This design comes from an exercise in tuning for small area on the open sky130 flow, not from production work.
Function was checked by simulation only, so behaviour that the tests miss may differ from the original.
The clock cells of runs 5 and 6 come from the design's own scripts or RTL, not from TritonCTS.
The clock input has no modelled driver; a real chip could not lean on it and would need a root buffer or a full tree.
No activity file was given, so power comes from the tool's default toggle rates.

File: flow/area.abc
strash
&get -n
&deepsyn -J 20 -T 300
&st
&dch
&nf -R 1000 -p
&put
topo
File: flow/run.sh
#!/bin/bash
# Own layout flow: the standard flow (standard.sh) with area-oriented knobs:
#  - synthesis: the standard flow's script, but ABC maps for area (flow/synth.tcl, flow/area.abc)
#  - port buffers: sky130_fd_sc_hd__buf_1
#  - CTS: no dummy loads, clkbuf_4 clock buffers
#  - after CTS: downsizing of cells with spare slack (flow/post_cts.tcl)
# Each tool's output goes to the ORFS logs under orfs/logs; make's to make_flow.log.
set -euo pipefail
W=$PWD
cp config.mk config_own.mk
cat >> config_own.mk <<EOC
export OWN_ABC_SCRIPT = $W/flow/area.abc
export BUFFER_PORTS_ARGS = -buffer_cell sky130_fd_sc_hd__buf_1
export CTS_ARGS = -sink_clustering_enable -repair_clock_nets -dont_use_dummy_load -buf_list {sky130_fd_sc_hd__clkbuf_4} -sink_clustering_size 25 -sink_clustering_max_diameter 100
export POST_CTS_TCL = $W/flow/post_cts.tcl
EOC
sed -e "s|DESIGN_CONFIG=[^ ]*|DESIGN_CONFIG=$W/config_own.mk|" \
    -e "s|SYNTH_SCRIPT=[^ ]*|SYNTH_SCRIPT=$W/flow/synth.tcl|" standard.sh > standard_own.sh
grep -q "SYNTH_SCRIPT=$W/flow/synth.tcl" standard_own.sh
bash standard_own.sh > make_flow.log 2>&1
File: flow/synth.tcl
# The standard synthesis script (synth_recipe.tcl), with one change: ABC maps the
# logic with area.abc (area-oriented mapping, no buffering or upsizing) instead of
# ORFS's speed script. Registers are mapped before ABC runs, so they are unchanged.
proc synth {args} { yosys synth -nofsm -noshare {*}$args }
proc abc {args} {
  set i [lsearch $args -script]
  if { $i >= 0 } { lset args [expr {$i+1}] $::env(OWN_ABC_SCRIPT) }
  yosys abc {*}$args
}
source $::env(SCRIPTS_DIR)/synth.tcl
# left out here: clear keep_hierarchy, flatten, clean up, hide names made inside functions, write 1_2_yosys.v
File: constraint.sdc
create_clock -name core_clock -period 6.0 [get_ports {clk}]
set_input_delay 1.2000 -clock core_clock [delete_from_list [all_inputs] [get_ports {clk}]]
set_output_delay 1.2000 -clock core_clock [all_outputs]
set_load 0.01 [all_outputs]
File: config.mk
export PLATFORM = sky130hd
export DESIGN_NAME = basic_uart_transceiver
export DESIGN_NICKNAME = basic_uart_transceiver
export VERILOG_FILES = /design/flow/design.v
export SDC_FILE = /design/flow/constraint.sdc
export NUM_CORES = 4
export LEC_CHECK = 0
export CAP_MARGIN = 20
export CORE_MARGIN = 2
export CORE_UTILIZATION = 40
export SLEW_MARGIN = 20
File: flow/post_cts.tcl
# Downsize cells that have slack to spare; the global-route step's repair_design
# that follows fixes any slew or capacitance this leaves.
log_cmd repair_timing -recover_power 100
File: standard.sh
#!/bin/bash
# synth_recipe.tcl (not shown) runs the flow's synth.tcl, then flattens the netlist and writes it again
# the make line also repeats each setting of config.mk as NAME=value (left out here)
make -C /OpenROAD-flow-scripts/flow DESIGN_CONFIG=/design/flow/config.mk WORK_HOME=/design/flow/orfs CLKGATE_MAP_FILE= SYNTH_SCRIPT=/design/flow/synth_recipe.tcl "${@:-finish}"
File: design.v
`timescale 1ns / 1ps
module basic_uart_transmitter(
    input                   clk,
    input                   rst,
    input                   tx_wr_ev,
    input       [7 :0]      tx_dat,
    input       [15:0]      divisor,
    input       [1 :0]      stop_bit_num,
    input                   trans_bit_order,
    output                  tx_dat_ser,
    output                  tx_done_ev,
    output                  tx_ready
    );
    localparam P_IDLE  = 4'b0110;
    localparam P_START = 4'b0111;
    localparam P_DONE  = 4'b0000;
    localparam P_STOP1 = 4'b0001;
    reg [3 :0]  ph;
    reg [15:0]  cnt;
    reg [7 :0]  vault;
    wire idle = (ph == P_IDLE);
    wire done = (ph == P_DONE);
    wire term = (cnt[15:1] == 15'd0);
    wire stop = ~ph[3] & ~idle & ~done & (ph != P_START);
    always @(posedge clk) begin
        if (idle)
            vault <= tx_dat;
        if (idle | term)
            cnt <= divisor;
        else
            cnt <= cnt - 1'b1;
    end
    always @(posedge clk or posedge rst) begin
        if (rst)
            ph <= P_IDLE;
        else if (idle) begin
            if (tx_wr_ev)
                ph <= P_START;
        end else if (done)
            ph <= P_STOP1;
        else if (term) begin
            if (stop & (ph[1:0] == stop_bit_num))
                ph <= P_IDLE;
            else
                ph <= ph + 1'b1;
        end
    end
    assign tx_ready   = idle;
    assign tx_done_ev = done;
    assign tx_dat_ser = ph[3] ? vault[ph[2:0] ^ {3{trans_bit_order}}] : (ph != P_START);
endmodule
`timescale 1ns / 1ps
module basic_uart_receiver
(
    input                        clk,
    input                        rst,
    input                        rx_dat_ser,
    input         [15:0]         divisor,
    input                        rec_bit_order,
    output reg    [7:0]          rx_dat,
    output reg                   rx_dat_ev
);
    localparam R_IDLE = 4'b0110;
    localparam R_S1   = 4'b0111;
    localparam R_T1   = 4'b0000;
    localparam R_T2   = 4'b0001;
    reg             rx_d0;
    reg             rx_d1;
    reg     [3 :0]  ph;
    reg     [15:0]  cnt;
    reg     [7 :0]  rx_bits;
    wire idle = (ph == R_IDLE);
    wire half = (ph[2:0] == 3'b000);
    wire z    = (cnt[15:2] == 14'd0);
    wire term = ph[3] ? z & ~cnt[1]
                      : (ph == R_T1 ? z & (cnt[1] ^ cnt[0]) :
                         ph == R_T2 ? z & cnt[1] & ~cnt[0]
                                    : z & ~cnt[1]);
    always@(posedge clk or posedge rst) begin
        if(rst) begin
            rx_d0 <= 1'b1;
            rx_d1 <= 1'b1;
        end else begin
            rx_d0 <= rx_dat_ser;
            rx_d1 <= rx_d0;
        end
    end
    always @(posedge clk) begin
        if (idle | term)
            cnt <= divisor;
        else if (half)
            cnt <= {cnt[15:1] - 1'b1, cnt[0]};
        else
            cnt <= cnt - 1'b1;
        if (ph[3] & term)
            rx_bits <= rec_bit_order ? {rx_bits[6:0], rx_d1} : {rx_d1, rx_bits[7:1]};
    end
    always @(posedge clk or posedge rst) begin
        if (rst) begin
            ph        <= R_IDLE;
            rx_dat    <= 8'b0;
            rx_dat_ev <= 1'b0;
        end else begin
            rx_dat_ev <= (ph == R_T1) & term;
            if ((ph == R_T1) & term)
                rx_dat <= rx_bits;
            if (idle) begin
                if (~rx_d1)
                    ph <= R_S1;
            end else if (term) begin
                if (ph == R_T2)
                    ph <= R_IDLE;
                else
                    ph <= ph + 1'b1;
            end
        end
    end
endmodule
`timescale 1ns / 1ps
module basic_uart_transceiver(
    input                   clk,
    input                   rst,
    input                   tx_wr_ev,
    input                   rx_dat_ser,
	input       [15:0]      divisor,      
    input       [7 :0]      tx_dat,
	input                   trans_bit_order,
	input       [1 :0]      trans_stop_bit_num,
	input                   rec_bit_order,
    output      [7 :0]      rx_dat, 
    output                  tx_dat_ser,
    output                  rx_dat_ev,
    output                  tx_done_ev,
    output                  tx_ready
    );
    basic_uart_transmitter uart_transmitter_i(
                     .clk(clk),
                     .rst(rst),
                     .tx_wr_ev(tx_wr_ev),
                     .tx_dat(tx_dat),
					 .divisor(divisor),
					 .stop_bit_num(trans_stop_bit_num),
					 .trans_bit_order(trans_bit_order),
                     .tx_dat_ser(tx_dat_ser),
                     .tx_done_ev(tx_done_ev),
                     .tx_ready(tx_ready));
    basic_uart_receiver uart_receiver_i(
                  .clk(clk),
                  .rst(rst),
                  .rx_dat_ser(rx_dat_ser),
			      .rec_bit_order(rec_bit_order),
			      .divisor(divisor),
                  .rx_dat(rx_dat), 
                  .rx_dat_ev(rx_dat_ev));
endmodule
==> results of run 1 <==
cells by family after synthesis:
| group | after synthesis | share of synthesized area, % |
|---|---|---|
| flops | 67 | 51.7 |
| mux | 17 | 6.09 |
| buf+inv | 14 | 1.68 |
| compound gates | 66 | 12.2 |
| fa+ha+maj | 11 | 4.41 |
| simple gates | 119 | 17.7 |
| xor+xnor | 22 | 6.17 |
cell usage after synthesis, types with 2 or more instances:
master | instances | area, um^2
nand4_1 | 3 | 18.8
ha_1 | 11 | 138
edfxtp_1 | 17 | 510
o21ai_0 | 19 | 95.1
xor2_1 | 8 | 70.1
dfrtp_1 | 13 | 325
nand3_1 | 5 | 25.0
or2_0 | 2 | 12.5
or4_1 | 2 | 15.0
nand2b_1 | 5 | 31.3
nor2_1 | 53 | 199
nor2b_1 | 2 | 12.5
nor3b_1 | 2 | 15.0
nand2_1 | 19 | 71.3
xnor2_1 | 14 | 123
mux2_1 | 16 | 180
nor3_1 | 11 | 55.1
o31ai_1 | 3 | 22.5
a22oi_1 | 2 | 15.0
clkinv_1 | 14 | 52.6
dfstp_2 | 6 | 158
nor4_1 | 6 | 37.5
o21a_1 | 2 | 15.0
or3_1 | 6 | 37.5
dfxtp_1 | 31 | 621
a31oi_1 | 11 | 68.8
a21oi_1 | 23 | 115
power breakdown:
group | leakage (nW) | switching, mW | internal [mW]
sequential | 0.655 | 0.129 | 0.594
clock | 0.0414 | 0.139 | 0.0698
combinational | 0.612 | 0.207 | 0.185
total | 1.31 | 0.475 | 0.849
sequential cells by signal, indices dropped and copies added, names as in the netlist:
name,count
uart_receiver_i.cnt,16
uart_transmitter_i.ph,4
uart_receiver_i.rx_dat_ev,1
uart_receiver_i.ph,4
uart_receiver_i.rx_dat,8
uart_receiver_i.rx_d0,1
uart_transmitter_i.cnt,16
uart_receiver_i.rx_bits,8
uart_receiver_i.rx_d1,1
uart_transmitter_i.vault,8
worst min-delay path by stage:
| stage | cells past startpoint | slack, ps | end | from |
|---|---|---|---|---|
| after floorplan | 0 | 350 | uart_receiver_i.rx_d1 | uart_receiver_i.rx_d0 |
| after global placement | 0 | 350 | uart_receiver_i.rx_d1 | uart_receiver_i.rx_d0 |
| after detailed placement | 0 | 350 | uart_receiver_i.rx_d1 | uart_receiver_i.rx_d0 |
| after global routing | 0 | 380 | uart_receiver_i.rx_d1 | uart_receiver_i.rx_d0 |
| final | 0 | 360 | uart_receiver_i.rx_d1 | uart_receiver_i.rx_d0 |
cell type report:
class                   count  share of cell area (%)
inverters                  14                    1.50
well taps                 102                    3.65
flip-flops and latches     67                    46.2
multi-input cells         235                    41.9
clock buffers               9                    1.93
repair buffers             45                    4.83
per-layer routing:
layer / up-vias / part of all wire, % / global-route usage, %
li1: 1246 / - / -
met1: 1141 / 48 / 22.1
met2: 39 / 46 / 26.9
met3: 9 / 3.8 / 4.48
met4: 0 / 1.7 / 5.97
met5: - / 0 / 0
==> run summary, run 1 <==
outcome complete, no violations; Post-Syn Area per Cell 9.87 um^2; FF-to-FF End uart_receiver_i.cnt[15]; Critical Path End tx_dat_ser; clock-pin slew on the worst setup and hold paths 90 ps; leading cell type in the layout, fill and taps excluded nor2_1; pin count of the biggest net entering global routing 33; Row Count 32; total negative slack 0 ps; Final Max Tran Viols 0; total gr overflow 0; Hold Crit Class flip-flop to flip-flop; Mapped Area 0.00312 mm^2; CP Class input pin to primary output; placed standard-cell area 0.00343 mm^2; synthesized instance count 316; R2R Setup Slk 3020 ps; Crit. End Element primary output; CP top delay family compound AO/OA/AOI/OAI gates; synth warn 2; post-route cell area 0.00350 mm^2; Top FF cell, synth dfxtp_1; routed vias/inst 5.16; Bufs and invs on worst path 2; period utilization 60.4%; synth unique cells 37; RSZ-0062 raised after global routing false; r2r worst-path depth 12; First-pass DRT Iterations 4; crit path DAT 2430 ps; dpl ws 2440 ps; ant diodes 0; Crit path top cell by count buf_1; DRC 0; PortBufs 43; final setup margin 2370 ps; Cells after DPL 463; Die Span Y 92.3 um; Max Cap Viol 0; initial antenna violation count 0; maximum vdd drop 0.197 mV; DP HPWL 4950 um; slew margin rel. 30.5%; total track usage 16.9%; Worst-Margin Slew 1040 ps; Die ar. 0.00852 mm^2; Multi-input gate area 0.00147 mm^2; WL final 6530 um; vias in the first global route 2424; Final Setup Violations 0; total clock sinks 67; EDFF count, synth 17; Leak 1.31 nW; minimum clock period 3630 ps; Worst Clk Skew 26.3 ps; clock latency on the worst-skew pair 400 ps; Via Count 2435; Worst Setup SP trans_bit_order; largest fanout on the critical path 3; Fin Hold WS 365 ps; Starting Density 40.8%; part of the Yosys area used for sequential elements 51.7%; Hold Vio Cnt, Final 0; critical path depth 7; # nets final 415; Setup crit start kind input pin; antenna viol nets, final 0; Critical Path RT 4800 ps; Initial DRC Count 102; CTS tree done; Layout Cells excl Fill 472; Fill cells 762; share of post-route cells with drive strength above 1 4.05%; Async SR Flop Fraction 28.4%; DR WL/cell 13.8 um; Mapped Nets 359; post-synthesis register bit count 67; routability cong. 0.812; R2R Path Start uart_receiver_i.ph[0]; Seq. cell area 0.00161 mm^2; die span in x 92.3 um; Area Growth Syn to Fin 12.1%; final core occ 45.7%; overall power 1.32 mW; CP max stage delay 240 ps; crit-path cells buf_1, xor2_1, nor2_1, a22oi_1, nand4_1, a31o_1, buf_1; power per cell area 378 mW/mm^2; Max Clk Rate 0.276 GHz; most frequent cells in the layout nor2_1, buf_1, dfxtp_1; first-pass GRT wire length 11300 um; core area 0.00765 mm^2; slowest stage cell, crit path a31o_1; Top Ports 44
==> run 2: changes to the inputs <==
--- a/flow/run.sh
+++ b/flow/run.sh
@@ -13,6 +13,7 @@
 export BUFFER_PORTS_ARGS = -buffer_cell sky130_fd_sc_hd__buf_1
 export CTS_ARGS = -sink_clustering_enable -repair_clock_nets -dont_use_dummy_load -buf_list {sky130_fd_sc_hd__clkbuf_4} -sink_clustering_size 25 -sink_clustering_max_diameter 100
 export POST_CTS_TCL = $W/flow/post_cts.tcl
+export GPL_TIMING_DRIVEN = 0
 EOC
 sed -e "s|DESIGN_CONFIG=[^ ]*|DESIGN_CONFIG=$W/config_own.mk|" \
     -e "s|SYNTH_SCRIPT=[^ ]*|SYNTH_SCRIPT=$W/flow/synth.tcl|" standard.sh > standard_own.sh
==> flow/area.abc (replaced) <==
strash
&get -n
&deepsyn -J 20 -T 300
&st
&dch -f
&nf -R 1000 -p -C 32 -F 10 -A 10
&put
topo
==> run 2 against run 1 <==
Register-to-register slack worse by 80 ps. Routed wire length fell by 4.6%. Worst setup slack got worse by 66 ps. Still clean. Die area is 0.54% lower. Maximum frequency decreased by 1.8%. Largest power group unchanged.
==> run summary, run 2 <==
outcome complete, no violations; RSZ-0062 raised after global routing false; Fin Hold WS 360 ps (-4.46 ps); DR WL/cell 13.1 um (-5.0%); Max Clk Rate 0.271 GHz (-1.8%); synth cell count leaders nor2_1, dfxtp_1, nand2_1, a21oi_1, o21ai_0; Leak 1.30 nW (-0.44%); Top Ports 44 (unchanged); pin count of the biggest net entering global routing 25 (-24%); synthesized instance count 318 (+0.63%); Synth top area share 20.0% (+0.11 points); total track usage 15.8% (-1.1 points); post-synthesis register bit count 67 (unchanged); synth unique cells 33 (-11%); initial antenna violation count 0 (unchanged); Setup crit start kind input pin; Die Span Y 92.1 um (-0.27%); total gr overflow 0 (unchanged); # nets final 417 (+0.48%); clock latency on the worst-skew pair 410 ps (about the same); antenna viol nets, final 0 (unchanged); post-synth top area cell dfxtp_1; Layout Cells excl Fill 474 (+0.42%); top cells by area, synth dfxtp_1, edfxtp_1, dfrtp_1; Die ar. 0.00848 mm^2 (-0.54%); synth warn 2 (unchanged); most frequent cells in the layout nor2_1, buf_1, dfxtp_1; Worst Clk Skew 27.8 ps (+1.41 ps); ant diodes 0 (unchanged); Starting Density 40.8% (about the same); Area Growth Syn to Fin 12.2%; Hold Crit Class flip-flop to flip-flop; PortBufs 43 (unchanged); Final Max Tran Viols 0 (unchanged); WL final 6230 um (-4.6%); clock-pin slew on the worst setup and hold paths 90 ps (about the same); routability cong. 0.855 (+5.4%); Via Count 2413 (-0.90%); power per cell area 356 mW/mm^2 (-5.9%); Crit. End Element primary output; period utilization 61.5% (+1.1 points); minimum clock period 3690 ps (+65.8 ps); Top FF cell, synth dfxtp_1; EDFF count, synth 17 (unchanged); Post-Syn Area per Cell 9.76 um^2 (-1.2%); Mapped Area 0.00310 mm^2 (-0.56%); Largest regs uart_receiver_i.cnt x16, uart_transmitter_i.cnt x16; total negative slack 0 ps (unchanged); core area 0.00761 mm^2 (-0.52%); First-pass DRT Iterations 5 (+1); Initial DRC Count 94 (-7.8%); DP HPWL 4610 um (-6.8%); Async SR Flop Fraction 28.4% (unchanged); Mapped Nets 361 (+0.56%); Hold Vio Cnt, Final 0 (unchanged); Critical Path RT 4800 ps (about the same); Final Setup Violations 0 (unchanged); leading cell type in the layout, fill and taps excluded nor2_1; vias in the first global route 2350 (-3.1%); first-pass GRT wire length 10600 um (-6.6%); part of the Yosys area used for sequential elements 52.0% (+0.29 points); die span in x 92.1 um (-0.27%); slew margin rel. 33.9% (+3.4 points); most frequent cell after synthesis nor2_1; Row Count 32 (unchanged); routed vias/inst 5.09 (-1.3%); maximum vdd drop 0.115 mV (-42%); Worst-Margin Slew 988 ps (-54.0 ps); DRC 0 (unchanged); Max Cap Viol 0 (unchanged); total clock sinks 67 (unchanged); CTS tree done; share of post-route cells with drive strength above 1 4.30% (+0.25 points); Cells after DPL 464 (+0.22%); CP Class input pin to primary output; crit path DAT 2490 ps (+60 ps); largest fanout on the critical path 3 (unchanged)
## run 2: cell types whose count changed in the layout (fill, tap and decap cells not counted), moves of 2 or more
| cell | change |
|---|---|
| a222oi_1 | +2 |
| or3_1 | -3 |
| nor3_1 | -2 |
| a22oi_1 | -2 |
| a21oi_1 | +2 |
| xnor2_1 | -2 |
| nand2b_1 | -2 |
| nand2_1 | +8 |
## run 2: kinds of logic (layout without fill, tap and decap cells)
kind of cell	Yosys count	after routing	share of synthesized area, %
AOI/OAI and AO/OA	69	69	12.9
xor gates and xnor gates	21	21	5.93
adders and majority gates	11	11	4.44
buffers and inverters	14	68	1.69
DFF	67	67	52.0
muxes	16	16	5.81
and+or+nand+nor	120	120	17.3
## run 2: path summary, 6_finish.rpt
check	endpoint	startpoint	slack (ps)	cells after the start
worst max-delay path	tx_dat_ser	trans_bit_order	2310	7
worst min-delay path	uart_receiver_i.rx_d1	uart_receiver_i.rx_d0	360	0
worst max register to register	uart_transmitter_i.cnt[14]	uart_transmitter_i.ph[1]	2940	7
worst min register to register	uart_receiver_i.rx_d1	uart_receiver_i.rx_d0	360	0
max in group asynchronous	uart_transmitter_i.ph[2]	rst	4850	2
min in group asynchronous	uart_receiver_i.rx_dat[3]	rst	770	2
## run 2: power breakdown
part	total [mW]	internal (mW)	switching (mW)
Clock	0.209	0.0697	0.139
Sequential	0.693	0.581	0.112
Combinational	0.339	0.161	0.178
## run 2: per-stage QoR
stage / power [mW] / setup slack, ps / area (um^2) / utilization, %
3_5_place_dp: 1.05 / 2350 / 3410 / 44.9
2_1_floorplan: 0.952 / 2710 / 3100 / -
6_report: 1.24 / 2310 / 3480 / 45.8
5_1_grt: 1.34 / 2220 / 3480 / 45.8
3_3_place_gp: 1.03 / 2360 / 3390 / 44.6
## run 2: per-layer routing
layer / wire, um / global-route usage, %
met2: 2820 / 24.9
met4: 116 / 7.84
met1: 3090 / 20.8
met3: 200 / 2.79
met5: 0 / 0
## run 2: critical path, stage by stage
cell      delay (ps)
buf_1            170
xor2_1           210
nor2_1            80
a222oi_1         340
nand3_1          140
a31o_1           230
buf_1            120
## run 2: cell type report
class                           instances  area [um^2]
Sequential cell                        67         1610
Fill cell                             760         4130
Multi-Input combinational cell        237         1440
Timing Repair Buffer                   45          176
Tap cell                              102          128
Inverter                               14         52.6
Clock buffer                            9         67.6
==> run 3: changes to the inputs <==
--- a/design.v
+++ b/design.v
@@ -20,7 +20,7 @@
     reg [7 :0]  vault;
     wire idle = (ph == P_IDLE);
     wire done = (ph == P_DONE);
-    wire term = (cnt[15:1] == 15'd0);
+    wire term = (cnt == 16'd1);
     wire stop = ~ph[3] & ~idle & ~done & (ph != P_START);
     always @(posedge clk) begin
         if (idle)
@@ -72,10 +72,11 @@
     wire idle = (ph == R_IDLE);
     wire half = (ph[2:0] == 3'b000);
     wire z    = (cnt[15:2] == 14'd0);
-    wire term = ph[3] ? z & ~cnt[1]
+    wire term = ph[3] ? (ph[2:0] == 3'b000 ? z & ~cnt[1]
+                                           : z & ~cnt[1] & cnt[0])
                       : (ph == R_T1 ? z & (cnt[1] ^ cnt[0]) :
                          ph == R_T2 ? z & cnt[1] & ~cnt[0]
-                                    : z & ~cnt[1]);
+                                    : z & ~cnt[1] & cnt[0]);
     always@(posedge clk or posedge rst) begin
         if(rst) begin
             rx_d0 <= 1'b1;
@@ -93,7 +94,7 @@
         else
             cnt <= cnt - 1'b1;
         if (ph[3] & term)
-            rx_bits <= rec_bit_order ? {rx_bits[6:0], rx_d1} : {rx_d1, rx_bits[7:1]};
+            rx_bits[ph[2:0] ^ {3{rec_bit_order}}] <= rx_d1;
     end
     always @(posedge clk or posedge rst) begin
         if (rst) begin
==> flow/run.sh (replaced) <==
#!/bin/bash
# Own layout flow: the standard flow (standard.sh) with area-oriented knobs:
#  - synthesis: the standard flow's script, but ABC maps for area (flow/synth.tcl, flow/area.abc)
#  - port buffers: sky130_fd_sc_hd__buf_1
#  - CTS: no dummy loads, small clock buffers
#  - after CTS: downsizing of cells with spare slack (flow/post_cts.tcl)
# Each tool's output goes to the ORFS logs under orfs/logs; make's to make_flow.log.
set -euo pipefail
W=$PWD
cp config.mk config_own.mk
cat >> config_own.mk <<EOC
export OWN_ABC_SCRIPT = $W/flow/area.abc
export BUFFER_PORTS_ARGS = -buffer_cell sky130_fd_sc_hd__buf_1
export CTS_ARGS = -sink_clustering_enable -repair_clock_nets -dont_use_dummy_load -buf_list {sky130_fd_sc_hd__clkbuf_4 sky130_fd_sc_hd__clkbuf_8}
export POST_CTS_TCL = $W/flow/post_cts.tcl
EOC
sed -e "s|DESIGN_CONFIG=[^ ]*|DESIGN_CONFIG=$W/config_own.mk|" \
    -e "s|SYNTH_SCRIPT=[^ ]*|SYNTH_SCRIPT=$W/flow/synth.tcl|" standard.sh > standard_own.sh
grep -q "SYNTH_SCRIPT=$W/flow/synth.tcl" standard_own.sh
bash standard_own.sh > make_flow.log 2>&1
==> flow/area.abc (replaced) <==
strash
&get -n
&st
&dch
&nf -R 1000 -p
&put
topo
--- a/config.mk
+++ b/config.mk
@@ -7,5 +7,5 @@
 export LEC_CHECK = 0
 export CAP_MARGIN = 20
 export CORE_MARGIN = 2
-export CORE_UTILIZATION = 40
+export CORE_UTILIZATION = 70
 export SLEW_MARGIN = 20
==> run 3 against run 2 <==
Final area grew 5.7%. Flip-flop and latch count is the same. Routed wire length grew 4.1%. Synthesized area grew 6.5%. Via count grew 9.1%. Synthesized cell count grew 10%. Largest cell class is now multi-input gates. Largest power group unchanged.
==> run summary, run 3 <==
Multi-input gate area 0.00167 mm^2 (+16%); CP max stage delay 460 ps (+120 ps); dpl ws 2100 ps (-249 ps); Synth top area share 18.8% (-1.2 points); Seq. cell area 0.00161 mm^2 (unchanged); final setup margin 2100 ps (-207 ps); synth cell count leaders o21ai_0, nand2_1, nor2_1, dfxtp_1, xor2_1; total negative slack 0 ps (unchanged); minimum clock period 3900 ps (+207 ps); final core occ 82.8% (+37 points); Area Growth Syn to Fin 11.4%; post-synthesis compound-gate area fraction 12.0% (-0.82 points); synth warn 2 (unchanged); share of post-route cells with drive strength above 1 4.21% (-0.093 points); Top FF cell, synth dfxtp_1; Hold Crit Class flip-flop to flip-flop; slew margin rel. 53.3% (+19 points); Setup crit start kind input pin; Final Setup Violations 0 (unchanged); EDFF count, synth 17 (unchanged); Critical Path RT 4800 ps (about the same); routability cong. 0.871 (+1.8%); Hold Vio Cnt, Final 0 (unchanged); synthesized instance count 351 (+10%); top cells by area, synth dfxtp_1, edfxtp_1, dfrtp_1; Worst Clk Skew 22.4 ps (-5.39 ps); Post-Synth XOR/XNOR Area 10.6% (+4.7 points); RSZ-0062 raised after global routing false; Crit path top cell by count buf_1; total track usage 26.5% (+11 points); outcome complete, no violations; # nets final 450 (+7.9%); Top Ports 44 (unchanged); WL final 6480 um (+4.1%); post-synth top area cell dfxtp_1; DP HPWL 4650 um (+0.88%); main combinational cell family by area after synthesis simple AND/OR/NAND/NOR gates; Leak 1.31 nW (+0.17%); synth unique cells 34 (+3.0%); largest fanout on the critical path 5 (+2); Final Max Tran Viols 0 (unchanged); vias in the first global route 2420 (+3.0%); Mapped Nets 395 (+9.4%); overall power 769 uW (-38%); Worst-Margin Slew 700 ps (-288 ps); antenna viol nets, final 0 (unchanged); adder-cell area share of the yosys netlist 4.54% (+0.11 points); Mapped Area 0.00330 mm^2 (+6.5%); initial antenna violation count 0 (unchanged); post-route cell area 0.00368 mm^2 (+5.7%); crit-path cells buf_1, xnor2_1, mux2_1, a21oi_1, o21ai_0, a21o_1, buf_1; Crit. End Element primary output; period utilization 65.0% (+3.5 points); routed vias/inst 5.77 (+13%); First-pass DRT Iterations 4 (-1); Initial DRC Count 151 (+61%); CTS tree done; maximum vdd drop 0.153 mV (+33%); part of the Yosys area used for sequential elements 48.8% (-3.2 points); clock latency on the worst-skew pair 350 ps (-60 ps); total clock sinks 67 (unchanged); Die ar. 0.00529 mm^2 (-38%); crit path DAT 2700 ps (+210 ps); Bufs and invs on worst path 2 (unchanged); core area 0.00444 mm^2 (-42%); Post-Syn Area per Cell 9.41 um^2 (-3.5%); Die Span Y 72.7 um (-21%); post-synthesis register bit count 67 (unchanged); Async SR Flop Fraction 28.4% (unchanged); DRC 0 (unchanged); slowest stage cell, crit path xnor2_1; most frequent cell after synthesis o21ai_0; Fill cells 290 (-62%); most frequent cells in the layout o21ai_0, nand2_1, buf_1; total gr overflow 0 (unchanged); clock-pin slew on the worst setup and hold paths 50 ps (-40 ps); leading cell type in the layout, fill and taps excluded o21ai_0; CP Class input pin to primary output; Largest regs uart_receiver_i.cnt x16, uart_transmitter_i.cnt x16; Via Count 2632 (+9.1%); die span in x 72.7 um (-21%); simple-gate share of the synthesized area 18.3% (+0.99 points); pin count of the biggest net entering global routing 35 (+40%); Row Count 24 (-25%); ant diodes 0 (unchanged); Starting Density 74.4% (+34 points); DR WL/cell 14.2 um (+8.2%); first-pass GRT wire length 10600 um (+0.40%); Max Clk Rate 0.256 GHz (-5.3%); post-synthesis mux area share 4.35% (-1.5 points); placed standard-cell area 0.00355 mm^2 (+3.9%); PortBufs 43 (unchanged); power per cell area 209 mW/mm^2 (-41%); Max Cap Viol 0 (unchanged); CP top delay family XOR/XNOR gates
## run 3: changes by cell type after synthesis, sizes merged, moves of 3 or more
cell    previous run  this run
xor2               9        21
o31ai              4         1
xnor2             12        19
a31oi             12         1
nand3              6        10
nor2              53        36
nand2             27        49
mux2              16        11
a21oi             25         8
or3                3         0
o21ai             20        56
nand2b             3         7
## run 3: worst paths after layout
path / from / endpoint / slack (ps) / depth (start not counted)
min in group asynchronous: rst / uart_receiver_i.rx_dat[1] / 840 / 2
max reg2reg: uart_receiver_i.ph[0] / uart_receiver_i.ph[0] / 2860 / 10
max: trans_bit_order / tx_dat_ser / 2100 / 7
min: uart_receiver_i.rx_d0 / uart_receiver_i.rx_d1 / 360 / 0
min reg2reg: uart_receiver_i.rx_d0 / uart_receiver_i.rx_d1 / 360 / 0
max in group asynchronous: rst / uart_receiver_i.ph[2] / 4790 / 2
## run 3: power by group
part           total, mW  internal [mW]  switching [mW]
registers          0.466          0.465        0.000870
logic             0.0246        0.00930          0.0153
clock network      0.278          0.133           0.145
## run 3: kinds of logic (layout without fill, tap and decap cells)
| logic type | after synthesis | count (layout) |
|---|---|---|
| xor gates and xnor gates | 40 | 40 |
| and+or+nand+nor | 133 | 133 |
| buffers and inverters | 12 | 65 |
| adders and majority gates | 12 | 12 |
| AOI/OAI and AO/OA | 74 | 74 |
| muxes | 13 | 13 |
| DFF | 67 | 67 |
## run 3: through the flow
| step | hold slack [ps] | instances |
|---|---|---|
| 2_1_floorplan | 345 | 351 |
| 3_3_place_gp | 345 | 447 |
| 3_5_place_dp | 349 | 447 |
| 5_1_grt | 358 | 456 |
| 6_report | 355 | 456 |
## run 3: per-layer routing
layer | global-route usage (%) | wire length [um] | vias to the layer above
li1 | - | - | 1332
met4 | 13.6 | 151 | 0
met2 | 42.7 | 3050 | 65
met3 | 4.56 | 194 | 14
met1 | 34.5 | 3090 | 1221
met5 | 0 | 0 | -
## run 3: final cells by class
type / count / area share (%)
Clock buffer: 9 / 3.37
Inverter: 12 / 1.22
Multi-Input combinational cell: 272 / 45.3
Sequential cell: 67 / 43.8
Tap cell: 52 / 1.77
Timing Repair Buffer: 44 / 4.49
==> run 4: changes to the inputs <==
--- a/flow/run.sh
+++ b/flow/run.sh
@@ -11,7 +11,7 @@
 cat >> config_own.mk <<EOC
 export OWN_ABC_SCRIPT = $W/flow/area.abc
 export BUFFER_PORTS_ARGS = -buffer_cell sky130_fd_sc_hd__buf_1
-export CTS_ARGS = -sink_clustering_enable -repair_clock_nets -dont_use_dummy_load -buf_list {sky130_fd_sc_hd__clkbuf_4 sky130_fd_sc_hd__clkbuf_8}
+export CTS_ARGS = -sink_clustering_enable -repair_clock_nets -dont_use_dummy_load -buf_list {sky130_fd_sc_hd__clkbuf_4} -root_buf sky130_fd_sc_hd__clkbuf_8
 export POST_CTS_TCL = $W/flow/post_cts.tcl
 EOC
 sed -e "s|DESIGN_CONFIG=[^ ]*|DESIGN_CONFIG=$W/config_own.mk|" \
==> run 4 against run 3 <==
Sequential share of layout area unchanged. Via count stayed put. Count of clock-buffer cells in the layout stayed put. Synthesized area unchanged. Critical path depth did not move. First-iteration DRC count did not move. Routed wire length did not move. Critical endpoint unchanged. Highest routed layer unchanged.
==> run summary, run 4 <==
clock latency on the worst-skew pair 350 ps (about the same); Post-Syn Area per Cell 9.41 um^2 (unchanged); Starting Density 74.4% (unchanged); met3 GRT Util 4.56% (unchanged); synth unique cells 34 (unchanged); Top FF cell, synth dfxtp_1; total clock sinks 67 (unchanged); share of post-route cells with drive strength above 1 4.21% (unchanged); power per cell area 209 mW/mm^2 (unchanged); R2R Path Start uart_receiver_i.ph[0]; top cells by area, synth dfxtp_1, edfxtp_1, dfrtp_1; DR WL/cell 14.2 um (unchanged); RSZ-0062 raised after global routing false; Row Count 24 (unchanged); antenna viol nets, final 0 (unchanged); initial antenna violation count 0 (unchanged); CP max stage delay 460 ps (about the same); Worst Clk Skew 22.4 ps (unchanged); minimum clock period 3900 ps (unchanged); most frequent cells in the layout o21ai_0, nand2_1, buf_1; post-route cell area 0.00368 mm^2 (unchanged); Hold Vio Cnt, Final 0 (unchanged); pin count of the biggest net entering global routing 35 (unchanged); CTS tree done; Via Count 2632 (unchanged); leading cell type in the layout, fill and taps excluded o21ai_0; Top Ports 44 (unchanged); Worst Setup SP trans_bit_order; period utilization 65.0% (unchanged); final setup margin 2100 ps (unchanged); Largest regs uart_receiver_i.cnt x16, uart_transmitter_i.cnt x16; main combinational cell family by area after synthesis simple AND/OR/NAND/NOR gates; Final Setup Violations 0 (unchanged); Worst-Margin Slew 700 ps (unchanged); Initial DRC Count 151 (unchanged); adder-cell area share of the yosys netlist 4.54% (unchanged); Hold Crit Class flip-flop to flip-flop; post-synthesis mux area share 4.35% (unchanged); largest fanout on the critical path 5 (unchanged); WL final 6480 um (unchanged); total track usage 26.5% (unchanged); routed vias/inst 5.77 (unchanged); dpl ws 2100 ps (unchanged); # nets final 450 (unchanged); Area Growth Syn to Fin 11.4% (unchanged); part of the Yosys area used for sequential elements 48.8% (unchanged); synth warn 2 (unchanged); Final Max Tran Viols 0 (unchanged); first-pass GRT wire length 10600 um (unchanged); Layout Cells excl Fill 456 (unchanged); Die Span Y 72.7 um (unchanged); most frequent cell after synthesis o21ai_0; EDFF count, synth 17 (unchanged); Async SR Flop Fraction 28.4% (unchanged); worst hold start uart_receiver_i.rx_d0; ant diodes 0 (unchanged); Die ar. 0.00529 mm^2 (unchanged); GR Layer Usage met2 42.7% (unchanged); Max Cap Viol 0 (unchanged); total gr overflow 0 (unchanged); First-pass DRT Iterations 4 (unchanged); M1 GR Usage 34.5% (unchanged); synth cell count leaders o21ai_0, nand2_1, nor2_1, dfxtp_1, xor2_1; simple-gate share of the synthesized area 18.3% (unchanged); CP Class input pin to primary output; PortBufs 43 (unchanged); Setup crit start kind input pin; Max Clk Rate 0.256 GHz (unchanged); Post-Synth XOR/XNOR Area 10.6% (unchanged); Critical Path RT 4800 ps (about the same); synthesized instance count 351 (unchanged); slowest stage cell, crit path xnor2_1; DRC 0 (unchanged); Synth top area share 18.8% (unchanged); vias in the first global route 2420 (unchanged); crit path DAT 2700 ps (about the same); clock-pin slew on the worst setup and hold paths 50 ps (about the same); Crit. End Element primary output; Mapped Nets 395 (unchanged); core area 0.00444 mm^2 (unchanged); crit-path cells buf_1, xnor2_1, mux2_1, a21oi_1, o21ai_0, a21o_1, buf_1; GRT busiest layer met2; post-synthesis register bit count 67 (unchanged); total negative slack 0 ps (unchanged); maximum vdd drop 0.153 mV (unchanged); die span in x 72.7 um (unchanged); slew margin rel. 53.3% (unchanged); post-synth top area cell dfxtp_1; Leak 1.31 nW (unchanged); placed standard-cell area 0.00355 mm^2 (unchanged); Crit path top cell by count buf_1; outcome complete, no violations; Mapped Area 0.00330 mm^2 (unchanged); Cells after DPL 447 (unchanged); DP HPWL 4650 um (unchanged); post-synthesis compound-gate area fraction 12.0% (unchanged); Fill cells 290 (unchanged); routability cong. 0.871 (unchanged)
-- run 4: cell counts after synthesis --
Identical to the previous run, type by type.
-- run 4: worst max-delay path, delay by kind of cell --
kind | cells | cell delay, ps
buffers and inverters | 2 | 250
AOI/OAI and AO/OA | 3 | 410
xor gates and xnor gates | 1 | 460
muxes | 1 | 380
-- run 4: kinds of logic after synthesis --
logic type / Yosys count
buf+inv: 12
fa+ha+maj: 12
flops: 67
simple gates: 133
compound gates: 74
xor+xnor: 40
mux: 13
-- run 4: worst paths after layout --
check / to / slack, ps / cells after the start
setup / recovery: tx_dat_ser / 2100 / 7
hold / removal: uart_receiver_i.rx_d1 / 360 / 0
setup reg to reg: uart_receiver_i.ph[0] / 2860 / 10
hold reg to reg: uart_receiver_i.rx_d1 / 360 / 0
max in group asynchronous: uart_receiver_i.ph[2] / 4790 / 2
min in group asynchronous: uart_receiver_i.rx_dat[1] / 840 / 2
-- run 4: area by class of cell --
type                    count  area, um^2  share of cell area, %
clock buffers               9         124                   3.37
inverters                  12        45.0                   1.22
multi-input cells         272        1670                   45.3
flip-flops and latches     67        1610                   43.8
well taps                  52        65.1                   1.77
repair buffers             44         165                   4.49
-- run 4: metal layers --
metal / vias up / wire length [um]
met1: 1221 / 3090
met4: 0 / 151
met3: 14 / 194
met5: - / 0
li1: 1332 / -
met2: 65 / 3050
-- run 4: report_power, final --
group,total (mW),switching [mW],internal [mW],leakage [nW]
sequential,0.466,0.000870,0.465,0.634
clock,0.278,0.145,0.133,0.0647
combinational,0.0246,0.0153,0.00930,0.606
-- run 4: through the flow --
stage / hold slack (ps) / util, % / power, mW
after global routing: 358 / 82.8 / 0.790
after floorplan: 345 / - / 0.487
after detailed placement: 349 / 79.8 / 0.500
after global placement: 345 / 79.8 / 0.499
final: 355 / 82.8 / 0.769
==> run 5: changes to the inputs <==
--- a/design.v
+++ b/design.v
@@ -20,7 +20,7 @@
     reg [7 :0]  vault;
     wire idle = (ph == P_IDLE);
     wire done = (ph == P_DONE);
-    wire term = (cnt == 16'd1);
+    wire term = (cnt[15:1] == 15'd0);
     wire stop = ~ph[3] & ~idle & ~done & (ph != P_START);
     always @(posedge clk) begin
         if (idle)
@@ -72,11 +72,10 @@
     wire idle = (ph == R_IDLE);
     wire half = (ph[2:0] == 3'b000);
     wire z    = (cnt[15:2] == 14'd0);
-    wire term = ph[3] ? (ph[2:0] == 3'b000 ? z & ~cnt[1]
-                                           : z & ~cnt[1] & cnt[0])
+    wire term = ph[3] ? z & ~cnt[1]
                       : (ph == R_T1 ? z & (cnt[1] ^ cnt[0]) :
                          ph == R_T2 ? z & cnt[1] & ~cnt[0]
-                                    : z & ~cnt[1] & cnt[0]);
+                                    : z & ~cnt[1]);
     always@(posedge clk or posedge rst) begin
         if(rst) begin
             rx_d0 <= 1'b1;
@@ -94,7 +93,7 @@
         else
             cnt <= cnt - 1'b1;
         if (ph[3] & term)
-            rx_bits[ph[2:0] ^ {3{rec_bit_order}}] <= rx_d1;
+            rx_bits <= rec_bit_order ? {rx_bits[6:0], rx_d1} : {rx_d1, rx_bits[7:1]};
     end
     always @(posedge clk or posedge rst) begin
         if (rst) begin
==> flow/run.sh (replaced) <==
#!/bin/bash
# Own layout flow: the standard flow (standard.sh) with area-oriented knobs:
#  - synthesis: the standard flow's script, but ABC maps for area (flow/synth.tcl, flow/area.abc)
#  - port buffers: sky130_fd_sc_hd__buf_1
#  - CTS: a one-level tree of 4 clkbuf_8 cells built by flow/pre_cts.tcl
#  - after CTS: downsizing of cells with spare slack (flow/post_cts.tcl)
# Each tool's output goes to the ORFS logs under orfs/logs; make's to make_flow.log.
set -euo pipefail
W=$PWD
cp config.mk config_own.mk
cat >> config_own.mk <<EOC
export OWN_ABC_SCRIPT = $W/flow/area.abc
export BUFFER_PORTS_ARGS = -buffer_cell sky130_fd_sc_hd__buf_1
export OWN_FLOW_DIR = $W/flow
export PRE_CTS_TCL = $W/flow/pre_cts.tcl
export POST_CTS_TCL = $W/flow/post_cts.tcl
export GPL_TIMING_DRIVEN = 0
EOC
sed -e "s|DESIGN_CONFIG=[^ ]*|DESIGN_CONFIG=$W/config_own.mk|" \
    -e "s|SYNTH_SCRIPT=[^ ]*|SYNTH_SCRIPT=$W/flow/synth.tcl|" standard.sh > standard_own.sh
grep -q "SYNTH_SCRIPT=$W/flow/synth.tcl" standard_own.sh
bash standard_own.sh > make_flow.log 2>&1
==> flow/area.abc (replaced) <==
strash
&get -n
&deepsyn -J 20 -T 300
&st
&dch -f
&nf -R 1000 -p -C 32 -F 10 -A 10
&put
topo
==> flow/manual_cts.tcl (new file) <==
# Manual clock tree: the clock port drives k clkbuf cells (k <= 4) directly, each
# driving one group of flip-flops. Groups are equal-sized, made by recursive
# bisection at the median of the longer side of each group's bounding box.
proc mct_split { items k } {
  # items: list of {x y idx}; returns k groups of near-equal size
  if { $k <= 1 } { return [list $items] }
  set xs [lmap p $items {lindex $p 0}]
  set ys [lmap p $items {lindex $p 1}]
  set dx [expr {[tcl::mathfunc::max {*}$xs] - [tcl::mathfunc::min {*}$xs]}]
  set dy [expr {[tcl::mathfunc::max {*}$ys] - [tcl::mathfunc::min {*}$ys]}]
  set key [expr {$dx >= $dy ? 0 : 1}]
  set sorted [lsort -real -index $key $items]
  set k1 [expr {$k / 2}]
  set h [expr {([llength $sorted] * $k1 + $k / 2) / $k}]
  return [concat [mct_split [lrange $sorted 0 [expr {$h-1}]] $k1] \
                 [mct_split [lrange $sorted $h end] [expr {$k - $k1}]]]
}

proc manual_clock_tree { {k 4} {cell sky130_fd_sc_hd__clkbuf_4} } {
  set block [ord::get_db_block]
  set clk [$block findNet clk]
  set master [[ord::get_db] findMaster $cell]
  set sinks [$clk getITerms]
  set items {}
  set i 0
  foreach it $sinks {
    set b [[$it getInst] getBBox]
    lappend items [list [expr {([$b xMin]+[$b xMax])/2.0}] [expr {([$b yMin]+[$b yMax])/2.0}] $i]
    incr i
  }
  set j 0
  foreach grp [mct_split $items $k] {
    set sx 0; set sy 0
    foreach p $grp { set sx [expr {$sx+[lindex $p 0]}]; set sy [expr {$sy+[lindex $p 1]}] }
    set n [llength $grp]
    set inst [odb::dbInst_create $block $master "clkbuf_leaf_$j"]
    $inst setLocation [expr {int($sx/$n)}] [expr {int($sy/$n)}]
    $inst setPlacementStatus PLACED
    set net [odb::dbNet_create $block "clknet_leaf_$j"]
    $net setSigType CLOCK
    [$inst findITerm A] connect $clk
    [$inst findITerm X] connect $net
    foreach p $grp {
      set it [lindex $sinks [lindex $p 2]]
      $it disconnect
      $it connect $net
    }
    puts "manual_clock_tree: clkbuf_leaf_$j ($cell) drives $n sinks"
    incr j
  }
  $clk setSigType CLOCK
}
==> flow/pre_cts.tcl (new file) <==
# Replace TritonCTS with a one-level clock tree: the clock port drives 4
# clkbuf_8 cells, each feeding an equal-sized group of nearby flip-flops
# (flow/manual_cts.tcl). The rest of ORFS's CTS step (legalisation, timing
# repair) runs unchanged.
source $::env(OWN_FLOW_DIR)/manual_cts.tcl
proc clock_tree_synthesis { args } {
  manual_clock_tree 4 sky130_fd_sc_hd__clkbuf_8
  set_propagated_clock [all_clocks]
}
--- a/config.mk
+++ b/config.mk
@@ -7,5 +7,5 @@
 export LEC_CHECK = 0
 export CAP_MARGIN = 20
 export CORE_MARGIN = 2
-export CORE_UTILIZATION = 70
+export CORE_UTILIZATION = 40
 export SLEW_MARGIN = 20
==> run 5 against run 4 <==
Still clean. Sequential share of layout area increased by 2.7 points. Worst hold slack improved by 5.7 ps. Worst setup slack better by 230 ps. Routed wire length fell by 5.7%. Clock power decreased by 39%. Register-to-register slack improved by 60 ps. Flip-flop and latch count stayed put. Combinational power grew to 14 times the previous value. Maximum frequency rose by 6.2%. Synthesized cell count fell by 9.4%.
==> run summary, run 5 <==
largest fanout on the critical path 3 (-2); Setup crit start kind input pin; outcome complete, no violations; Mapped Area 0.00310 mm^2 (-6.1%); Async SR Flop Fraction 28.4% (unchanged); maximum vdd drop 0.0987 mV (-36%); most frequent cell after synthesis nor2_1; synth cell count leaders nor2_1, dfxtp_1, nand2_1, a21oi_1, o21ai_0; WL final 6120 um (-5.7%); Top FF cell, synth dfxtp_1; most frequent cells in the layout nor2_1, buf_1, dfxtp_1; Starting Density 40.8% (-34 points); synthesized instance count 318 (-9.4%); Worst Clk Skew 8.41 ps (-13.9 ps); Max Clk Rate 0.272 GHz (+6.2%); r2r worst-path depth 9 (-1); EDFF count, synth 17 (unchanged); Die Span Y 92.1 um (+27%); placed standard-cell area 0.00341 mm^2 (-3.8%); Hold Crit Class flip-flop to flip-flop; Max Cap Viol 0 (unchanged); critical path depth 7 (unchanged); First-pass DRT Iterations 4 (unchanged); pin count of the biggest net entering global routing 25 (-29%); WHS Endpoint uart_receiver_i.rx_d1; Final Max Tran Viols 0 (unchanged); clock-pin slew on the worst setup and hold paths 100 ps (+50 ps); clock latency on the worst-skew pair 160 ps (-190 ps); RSZ-0062 raised after global routing false; period utilization 61.2% (-3.8 points); Crit. End Element primary output; minimum clock period 3670 ps (-226 ps); power per cell area 346 mW/mm^2 (+66%); worst hold start uart_receiver_i.rx_d0; slew margin rel. 33.4% (-20 points); Final Setup Violations 0 (unchanged); Via Count 2358 (-10%); routed vias/inst 5.03 (-13%); Area Growth Syn to Fin 11.8%; synth unique cells 33 (-2.9%); CP max stage delay 330 ps (-130 ps); crit path DAT 2470 ps (-230 ps); share of post-route cells with drive strength above 1 3.00% (-1.2 points); R2R Setup Slk 2920 ps (+60 ps); first-pass GRT wire length 10500 um (-1.2%); part of the Yosys area used for sequential elements 52.0% (+3.2 points); Post-Syn Area per Cell 9.76 um^2 (+3.6%); Leak 1.29 nW (-1.1%); vias in the first global route 2328 (-3.8%); Synth top area share 20.0% (+1.2 points); Top Ports 44 (unchanged); post-synthesis register bit count 67 (unchanged); post-synth top area cell dfxtp_1; R2R Path Start uart_transmitter_i.ph[0]; Bufs and invs on worst path 2 (unchanged); CP top delay family compound AO/OA/AOI/OAI gates; WHS Path Cells 0 (unchanged); CP Class input pin to primary output; slowest stage cell, crit path a222oi_1; synth warn 2 (unchanged); die span in x 92.1 um (+27%); antenna viol nets, final 0 (unchanged); crit-path cells buf_1, xor2_1, nor2_1, a222oi_1, nand3_1, a31o_1, buf_1; Mapped Nets 361 (-8.6%); Worst-Margin Slew 996 ps (+296 ps); Row Count 32 (+33%); total gr overflow 0 (unchanged); initial antenna violation count 0 (unchanged); DP HPWL 4610 um (-0.87%); top cells by area, synth dfxtp_1, edfxtp_1, dfrtp_1; total negative slack 0 ps (unchanged); DRC 0 (unchanged); Initial DRC Count 91 (-40%); FF-to-FF End uart_transmitter_i.cnt[8]; ant diodes 0 (unchanged); Critical Path RT 4800 ps (about the same); Hold Vio Cnt, Final 0 (unchanged); routability cong. 0.855 (-1.7%); Largest regs uart_receiver_i.cnt x16, uart_transmitter_i.cnt x16; total track usage 14.5% (-12 points); Fin Hold WS 361 ps (+5.75 ps); Crit path top cell by count buf_1; core area 0.00761 mm^2 (+71%); # nets final 412 (-8.4%); Die ar. 0.00848 mm^2 (+60%); leading cell type in the layout, fill and taps excluded nor2_1; post-route cell area 0.00347 mm^2 (-5.7%); PortBufs 43 (unchanged); DR WL/cell 13.0 um (-8.3%)
==> run 5: cell count changes after synthesis, sizes merged, moves of 4 or more <==
cell    before  now
nor2        36   53
xor2        21    9
nand3       10    6
o21ai       56   20
xnor2       19   12
mux2        11   16
nand2       49   27
a31oi        1   12
a21oi        8   25
nand2b       7    3
==> run 5: logic make-up (layout without fill, tap and decap cells) <==
kind of cell / Yosys count / after routing / share of synthesized area (%)
AND/OR/NAND/NOR: 120 / 120 / 17.3
AO/OA/AOI/OAI: 69 / 69 / 12.9
flip-flops: 67 / 67 / 52.0
XOR/XNOR: 21 / 21 / 5.93
multiplexers: 16 / 16 / 5.81
buffers and inverters: 14 / 63 / 1.69
adder cells (fa/ha/maj): 11 / 11 / 4.44
==> run 5: metal layers <==
layer	wire length (um)	vias up	global-route usage [%]
li1	-	1228	-
met1	2950	1081	20.3
met2	2810	43	25.2
met3	269	6	1.23
met4	91	0	1.74
met5	0	-	0
==> run 5: how the worst max path moves through the flow <==
stage,startpoint,to,slack (ps)
after global placement,trans_bit_order,tx_dat_ser,2360
after global routing,trans_bit_order,tx_dat_ser,2220
after floorplan,trans_bit_order,tx_dat_ser,2710
final,trans_bit_order,tx_dat_ser,2330
after detailed placement,trans_bit_order,tx_dat_ser,2350
==> run 5: final cells by class <==
type                    instances  area, um^2
multi-input cells             237        1440
repair buffers                 45         176
fillers                       761        4140
flip-flops and latches         67        1610
plain buffers                   4        55.1
inverters                      14        52.6
well taps                     102         128
==> run 5: worst register-to-register path: stages (launching register included) <==
cell and delay, ps:
dfrtp_1 530, clkinv_1 150, ha_1 210, nand2_1 60
nor2_1 200, nor2b_1 760, clkbuf_1 660, o21ai_0 200
a21oi_1 170, nor2_1 50
==> run 5: through the flow <==
| step | power [mW] | utilization (%) | cells | worst slack (ps) |
|---|---|---|---|---|
| 5_1_grt | 1.30 | 45.6 | 469 | 2220 |
| 3_5_place_dp | 1.05 | 44.9 | 464 | 2350 |
| 6_report | 1.20 | 45.6 | 469 | 2330 |
| 2_1_floorplan | 0.952 | - | 318 | 2710 |
| 3_3_place_gp | 1.03 | 44.6 | 463 | 2360 |
==> run 5: report_power, final <==
| part | leakage (nW) | total [mW] | internal [mW] | switching, mW |
|---|---|---|---|---|
| Sequential | 0.656 | 0.694 | 0.581 | 0.113 |
| Clock | 0.0288 | 0.170 | 0.0619 | 0.108 |
| Combinational | 0.605 | 0.338 | 0.161 | 0.177 |
| Total | 1.29 | 1.20 | 0.804 | 0.398 |
==> run 6: changes to the inputs <==
--- a/config.mk
+++ b/config.mk
@@ -5,7 +5,7 @@
 export SDC_FILE = /design/flow/constraint.sdc
 export NUM_CORES = 4
 export LEC_CHECK = 0
-export CAP_MARGIN = 20
+export CAP_MARGIN = 0
 export CORE_MARGIN = 2
 export CORE_UTILIZATION = 40
-export SLEW_MARGIN = 20
+export SLEW_MARGIN = 0
==> run 6 against run 5 <==
Final cell count is 0.21% lower. Combinational power hardly changed. Power is 0.21% higher. Critical path depth stayed put. Via count is 0.98% lower. Final area is 0.47% lower. Die area stayed put. Critical endpoint unchanged.
==> run summary, run 6 <==
Final Setup Violations 0 (unchanged); Starting Density 40.8% (unchanged); total track usage 14.7% (+0.19 points); Top FF cell, synth dfxtp_1; dpl ws 2350 ps (-0.150 ps); synth cell count leaders nor2_1, dfxtp_1, nand2_1, a21oi_1, o21ai_0; Leak 1.28 nW (-0.46%); maximum vdd drop 0.102 mV (+3.7%); Max Cap Viol 0 (unchanged); Die Span Y 92.1 um (unchanged); Area Growth Syn to Fin 11.3%; part of the Yosys area used for sequential elements 52.0% (unchanged); Hold Crit Class flip-flop to flip-flop; synth warn 2 (unchanged); core area 0.00761 mm^2 (unchanged); Mapped Area 0.00310 mm^2 (unchanged); ant diodes 0 (unchanged); CP Class input pin to primary output; total gr overflow 0 (unchanged); post-synthesis register bit count 67 (unchanged); WHS Path Cells 0 (unchanged); crit-path cells buf_1, xor2_1, nor2_1, a222oi_1, nand3_1, a31o_1, buf_1; vias in the first global route 2360 (+1.4%); WHS Endpoint uart_receiver_i.rx_d1; Row Count 32 (unchanged); Worst-Margin Slew 1090 ps (+92.0 ps); outcome complete, no violations; # nets final 411 (-0.24%); Worst Clk Skew 7.85 ps (-0.561 ps); crit path DAT 2470 ps (about the same); clock-pin slew on the worst setup and hold paths 100 ps (about the same); Layout Cells excl Fill 468 (-0.21%); minimum clock period 3670 ps (-1.81 ps); Via Count 2335 (-0.98%); Die ar. 0.00848 mm^2 (unchanged); r2r worst-path depth 9 (unchanged); Mapped Nets 361 (unchanged); synthesized instance count 318 (unchanged); final setup margin 2330 ps (+1.81 ps); DP HPWL 4600 um (-0.16%); initial antenna violation count 0 (unchanged); Bufs and invs on worst path 2 (unchanged); top cells by area, synth dfxtp_1, edfxtp_1, dfrtp_1; Top Ports 44 (unchanged); EDFF count, synth 17 (unchanged); Hold Vio Cnt, Final 0 (unchanged); Initial DRC Count 103 (+13%); CP top delay family compound AO/OA/AOI/OAI gates; R2R Setup Slk 2930 ps (about the same); leading cell type in the layout, fill and taps excluded nor2_1; First-pass DRT Iterations 4 (unchanged); overall power 1.20 mW (+0.21%); Fin Hold WS 361 ps (-0.0300 ps); PortBufs 43 (unchanged); most frequent cells in the layout nor2_1, buf_1, dfxtp_1; DRC 0 (unchanged); Largest regs uart_receiver_i.cnt x16, uart_transmitter_i.cnt x16; power per cell area 349 mW/mm^2 (+0.68%); Cells after DPL 464 (unchanged); Async SR Flop Fraction 28.4% (unchanged); slew margin rel. 26.9% (-6.4 points); first-pass GRT wire length 10600 um (+1.4%); Max Clk Rate 0.272 GHz (about the same); Post-Syn Area per Cell 9.76 um^2 (unchanged); share of post-route cells with drive strength above 1 2.46% (-0.54 points); worst hold start uart_receiver_i.rx_d0; pin count of the biggest net entering global routing 25 (unchanged); most frequent cell after synthesis nor2_1; die span in x 92.1 um (unchanged); clock latency on the worst-skew pair 160 ps (about the same); Crit path top cell by count buf_1; RSZ-0062 raised after global routing false; Setup crit start kind input pin; largest fanout on the critical path 3 (unchanged); antenna viol nets, final 0 (unchanged); synth unique cells 33 (unchanged); routed vias/inst 4.99 (-0.76%); period utilization 61.2% (about the same); Critical Path RT 4800 ps (about the same); routability cong. 0.855 (unchanged); Final Max Tran Viols 0 (unchanged); post-synth top area cell dfxtp_1; total negative slack 0 ps (unchanged); DR WL/cell 13.0 um (-0.34%); Crit. End Element primary output; CP max stage delay 330 ps (about the same); slowest stage cell, crit path a222oi_1; R2R Path Start uart_transmitter_i.ph[0]; WL final 6080 um (-0.56%); FF-to-FF End uart_transmitter_i.cnt[8]; Synth top area share 20.0% (unchanged)
==> run 6: cell count changes in the layout (fill, tap and decap cells not counted) <==
cell / change
buf_6: -1
nor3_1: +1
nor3_2: -1
==> run 6: worst max-delay path by stage <==
stage / from / to / slack [ps] / depth (start not counted)
floorplan: trans_bit_order / tx_dat_ser / 2710 / 5
global route: trans_bit_order / tx_dat_ser / 2210 / 7
detailed placement: trans_bit_order / tx_dat_ser / 2350 / 7
global placement: trans_bit_order / tx_dat_ser / 2360 / 7
finish: trans_bit_order / tx_dat_ser / 2330 / 7
==> run 6: cell families (layout without fill, tap and decap cells) <==
| kind of cell | after synthesis | count (layout) | synth area share (%) |
|---|---|---|---|
| flops | 67 | 67 | 52.0 |
| simple gates | 120 | 120 | 17.3 |
| compound gates | 69 | 69 | 12.9 |
| fa+ha+maj | 11 | 11 | 4.44 |
| mux | 16 | 16 | 5.81 |
| xor+xnor | 21 | 21 | 5.93 |
| buf+inv | 14 | 62 | 1.69 |
==> run 6: worst reg2reg max path, stage by stage, from the launching register on <==
cell      delay [ps]
dfrtp_1          540
clkinv_1         160
ha_1             220
nand2_1           60
nor2_1           200
nor2b_1          760
clkbuf_1         640
o21ai_0          200
a21oi_1          160
nor2_1            50
==> run 6: per-layer routing <==
layer,global-route usage (%),routed length [um],up-vias
met5,0,0,-
met4,1.99,89,0
met3,1.31,217,5
met2,25.2,2760,35
met1,20.7,3010,1071
li1,-,-,1224
==> run 6: per-stage QoR <==
stage	util (%)	cell area, um^2
floorplan	-	3100
global placement	44.6	3390
detailed placement	44.8	3410
global route	45.4	3450
finish	45.4	3450
==> run 6: power breakdown <==
part / internal (mW) / switching (mW)
registers: 0.581 / 0.113
logic: 0.161 / 0.178
clock network: 0.0619 / 0.110
==> run 6: layout make-up <==
class | count | area [um^2]
fillers | 770 | 4150
flip-flops and latches | 67 | 1610
plain buffers | 4 | 55.1
multi-input cells | 237 | 1440
inverters | 14 | 52.6
well taps | 102 | 128
repair buffers | 44 | 165

[re-timing with driven ports]
The flow's constraints put no driver on any port. The routed layouts listed below were extracted and timed again, unchanged, in two steps. Step 1: set_driving_cell puts a clkbuf_16 on clk and a buf_2 on each other input, an assumption about the parent block. Step 2 times the ports against the registers' clock, not the clock port: input delays grow and output delays shrink by t, the midpoint of the rising clock arrivals with the driver on. Slacks: no drivers / after step 1 / after step 2; pairs: no drivers / after step 1.
| run | t, ns | slack for setup (ns) | worst setup path at the end | latest minus earliest clock arrival (ns) | cell pins on the clock port's net |
|---|---|---|---|---|---|
| run 1 | 0.413 | 2.374 / 2.352 / 2.352 | input to output | 0.032 / 0.033 | 1 |
| run 2 | 0.422 | 2.308 / 2.287 / 2.287 | input to output | 0.027 / 0.028 | 1 |
| run 3 | 0.370 | 2.101 / 2.080 / 2.080 | input to output | 0.022 / 0.023 | 1 |
| run 4 | 0.370 | 2.101 / 2.080 / 2.080 | input to output | 0.022 / 0.023 | 1 |
| run 5 | 0.214 | 2.327 / 2.306 / 2.306 | input to output | 0.011 / 0.011 | 4 |
| run 6 | 0.215 | 2.329 / 2.307 / 2.307 | input to output | 0.010 / 0.010 | 4 |
After both steps setup and hold are still met in every run listed.
